This is an optimization exercise on Yosys and OpenROAD, whose aim is small area, a short achievable clock period and few clock cycles, not a production implementation. In this exercise RTL edits were held to simulation tests only and were not proved equivalent to the original.

Design fft8_top, start of the top module:
module fft8_top #(
parameter N= 8,
parameter WIDTH= 12,
parameter FRACTION = 8
)(
input  wire clk,
input  wire rst,
input  wire start,
input  wire load,
input  wire [$clog2(N)-1:0] load_addr,
input  wire signed [WIDTH-1:0] data_in_re,
input  wire signed [WIDTH-1:0] data_in_im,
input  wire [$clog2(N)-1:0] out_addr,
output reg  done,
output reg  signed [WIDTH-1:0] data_out_re,
output reg  signed [WIDTH-1:0] data_out_im
);
For scale: ~2,600 cells after synthesis, roughly 210 flip-flops, roughly 59 I/O pins, roughly 0.021 mm2 of cells after synthesis.
==> flow/config.mk <==
export PLATFORM = sky130hd
export DESIGN_NAME = fft8_top
export DESIGN_NICKNAME = fft8_top
export VERILOG_FILES = /design/flow/design.v
export SDC_FILE = /design/flow/constraint.sdc
export NUM_CORES = 4
export LEC_CHECK = 0
export ABC_AREA = 1
export CAP_MARGIN = 20
export CORE_MARGIN = 2
export CORE_UTILIZATION = 35
export SLEW_MARGIN = 20
export SYNTH_HIERARCHICAL = 1
export SYNTH_MINIMUM_KEEP_SIZE = 0
==> flow/constraint.sdc <==
create_clock -name core_clock -period 15.0 [get_ports {clk}]
set_input_delay 3.0000 -clock core_clock [delete_from_list [all_inputs] [get_ports {clk}]]
set_output_delay 3.0000 -clock core_clock [all_outputs]
set_load 0.01 [all_outputs]
standard.sh (not shown) runs the stock make flow with config.mk's settings and CLKGATE_MAP_FILE= SYNTH_SCRIPT=/design/flow/synth_recipe.tcl, a recipe that flattens the netlist after the stock synthesis.
==> flow/flow/run.sh <==
#!/bin/bash
# Standard layout (the standard.sh: standard synthesis, floorplan, place,
# CTS, route, finish), with the timing repair asked to leave 7.75 ns of setup
# slack at the design's clock period.  The constraints are unchanged.
set -euo pipefail
bash standard.sh SETUP_SLACK_MARGIN=7.75 finish > standard_flow.log 2>&1
Testbench counts at the start, summed over its fixed seeds: cycles 5,760.
Next try:
CORE_UTILIZATION = 30   (was 35)
Outcome: The new run passed the timing, DRC and antenna checks; critical path depth stays the same; hold slack loses 3.5 ps; synthesized area is unchanged; final area is higher by a few percent; core utilization is lower by 4.9 points; final cell count is higher by a few percent; worst setup slack loses 120 ps.

* * *

## job 868
Another version of the RTL of fft8_top (not shown whole).
Size: about 2100 cells after synthesis, ~210 flip-flops, ~59 I/O pins, about 0.021 sq mm of cells after synthesis.
export LEC_CHECK = 0
export CAP_MARGIN = 10
export CORE_MARGIN = 2
export CORE_UTILIZATION = 55
export SLEW_MARGIN = 10
export SYNTH_HIERARCHICAL = 1
export SYNTH_MINIMUM_KEEP_SIZE = 0
create_clock -name core_clock -period 15.0 [get_ports {clk}]
==> flow/flow/run.sh <==
#!/bin/bash
# Standard layout (the standard.sh: standard synthesis, floorplan, place,
# CTS, route, finish), with the timing repair asked to leave 7.5 ns of setup
# slack at the design's clock period.  The constraints are unchanged.
set -euo pipefail
bash standard.sh SETUP_SLACK_MARGIN=7.5 finish > standard_flow.log 2>&1
Job 868: full flow OK, the timing, DRC and antenna checks passed
Testbench counts of job 868, summed over its fixed seeds: cycles 5,760.
> inputs changed (job 868 -> job 1633)
# job 868
export LEC_CHECK = 0
export CAP_MARGIN = 10
export CORE_MARGIN = 2
export CORE_UTILIZATION = 55
export SLEW_MARGIN = 10
export SYNTH_HIERARCHICAL = 1
export SYNTH_MINIMUM_KEEP_SIZE = 0
create_clock -name core_clock -period 15.0 [get_ports {clk}]
# job 1633
export LEC_CHECK = 0
export ABC_AREA = 1
export CAP_MARGIN = 20
export CORE_MARGIN = 2
export CORE_UTILIZATION = 40
export SLEW_MARGIN = 20
export SYNTH_HIERARCHICAL = 1
export SYNTH_MINIMUM_KEEP_SIZE = 0
create_clock -name core_clock -period 15.0 [get_ports {clk}]
==> flow/flow/run.sh <==
#!/bin/bash
# Standard layout (the standard.sh: standard synthesis, floorplan, place,
# CTS, route, finish), with the timing repair asked to leave 8.0 ns of setup
# slack at the design's clock period.  The constraints are unchanged.
set -euo pipefail
bash standard.sh SETUP_SLACK_MARGIN=8.0 finish > standard_flow.log 2>&1
### Flow results
Job 1633 contains more vias than job 868.
Job 1633 falls short of job 868 in worst hold slack across all endpoints.
Diff job 868 and job 1633: non-clock buffer count higher in job 1633
Cmp job 868 and job 1633 / synthesized area / lower: job 868
Per the final summary, job 1633 finished and its layout is clean on timing, DRC and antenna.
Job 868 has a higher share of final-layout standard cells stronger than drive strength 1 than job 1633.
Sort job 868 and job 1633 by delay of the slowest critical-path stage desc -> top: job 868
Compared with job 868, in job 1633 share of the cycle needed by the critical path after routing decreased by 2.5 points relative to the old numbers; synthesis-to-finish area growth went up 3.5 points.
Going from job 868 to job 1633, final non-filler cell area grew by a few percent.
> inputs changed (job 1633 -> job 6208)
# job 1633
export LEC_CHECK = 0
export ABC_AREA = 1
export CAP_MARGIN = 20
export CORE_MARGIN = 2
export CORE_UTILIZATION = 40
export SLEW_MARGIN = 20
export SYNTH_HIERARCHICAL = 1
export SYNTH_MINIMUM_KEEP_SIZE = 0
create_clock -name core_clock -period 15.0 [get_ports {clk}]
# job 6208
export LEC_CHECK = 0
export CAP_MARGIN = 20
export CORE_MARGIN = 2
export CORE_UTILIZATION = 40
export SLEW_MARGIN = 20
export SYNTH_HIERARCHICAL = 1
export SYNTH_MINIMUM_KEEP_SIZE = 0
create_clock -name core_clock -period 15.0 [get_ports {clk}]
Findings:
Job 6208 vs. job 1633: xor/xnor share of the synthesized area rose by 2.7 points, cell area dropped about 0.43%. Summary of job 6208 over job 1633: register share of the cell area neither gained nor lost much; worst relative slew slack shows a reduction of 14 points. In the flow results for job 6208 and job 1633, the count of cells along the worst register-to-register path is smaller on job 6208. Sort job 6208 and job 1633 by final worst setup slack asc -> top: job 6208. Across both runs, final-layout fill cell count was lower for job 6208 than for job 1633. Summary: with job 1633 as the reference, fmax in job 6208 moved down slightly. met2 global-route usage ends up lower on job 6208.
What job 7203 does differently from job 6208 at the input level:
# job 6208
export LEC_CHECK = 0
export CAP_MARGIN = 20
export CORE_MARGIN = 2
export CORE_UTILIZATION = 40
export SLEW_MARGIN = 20
export SYNTH_HIERARCHICAL = 1
export SYNTH_MINIMUM_KEEP_SIZE = 0
create_clock -name core_clock -period 15.0 [get_ports {clk}]
# job 7203
export LEC_CHECK = 0
export ABC_AREA = 1
export CAP_MARGIN = 20
export CORE_MARGIN = 2
export CORE_UTILIZATION = 50
export SLEW_MARGIN = 20
export SYNTH_HIERARCHICAL = 1
export SYNTH_MINIMUM_KEEP_SIZE = 0
create_clock -name core_clock -period 15.0 [get_ports {clk}]
==> flow/flow/run.sh <==
#!/bin/bash
# Standard layout (the standard.sh: standard synthesis, floorplan, place,
# CTS, route, finish), with the timing repair asked to leave 7.75 ns of setup
# slack at the design's clock period.  The constraints are unchanged.
set -euo pipefail
bash standard.sh SETUP_SLACK_MARGIN=7.75 finish > standard_flow.log 2>&1
Notes after the runs:
Compared with job 6208, job 7203 shows a lower worst slack at placement.
Higher final cell count among job 7203 and job 6208: job 7203
Non-clock buffer count in the final layout for job 7203: 21 down relative to job 6208
Job 7203 vs. job 6208: multiplexer area fraction after synthesis shrank by 7.7 points.
Job 7203 vs job 6208 on sequential fraction of the synthesis area: job 7203 is the lower one.
Compared job 7203 vs job 6208, and global-route wire length before repair is up in job 7203.
Job 7203 and job 6208 ended up with roughly the same top achievable clock speed.
Compared with job 6208, job 7203 shows a lower growth of design area from synthesis to finish.
On worst path setup slack after routing, job 6208 loses to job 7203.

-- what the ideal ports hide --
Ports are ideal in the flow. The routed layouts listed here were re-timed in OpenROAD. Step 1 assumes that a clkbuf_16 drives the clock port and a buf_2 every other input. Step 2 also shifts input and output timing later by t, the mid clock arrival at the registers, as if the neighbouring blocks saw the same clock. Slacks: ideal / step 1 / step 2; pairs: ideal / step 1.
run | shift t [ns] | setup WS [ns] | worst hold slack (ns) | worst setup path at the end | worst slew at a driven data input, ns
the first run of note 1 | 0.619 | 7.754 / 7.703 / 7.247 | 0.477 / 0.477 / 0.477 | input to register | 0.07
the second run of note 1 | 0.629 | 7.630 / 7.565 / 7.350 | 0.474 / 0.474 / 0.474 | input to register | 0.09
job 868 | 0.601 | 7.370 / 7.332 / 7.060 | 0.593 / 0.593 / 0.593 | input to register | 0.05
job 1633 | 0.605 | 7.743 / 7.664 / 7.490 | 0.480 / 0.480 / 0.480 | input to register | 0.09
job 6208 | 0.603 | 7.709 / 7.573 / 7.526 | 0.593 / 0.593 / 0.593 | input to register | 0.15
job 7203 | 0.621 | 7.725 / 7.633 / 7.275 | 0.486 / 0.486 / 0.486 | input to register | 0.09
After both steps setup and hold are still met in every run listed. For the first run of note 1, which loses most, drivers alone change the setup slack by -0.051 ns; drivers and shift together by -0.507 ns.
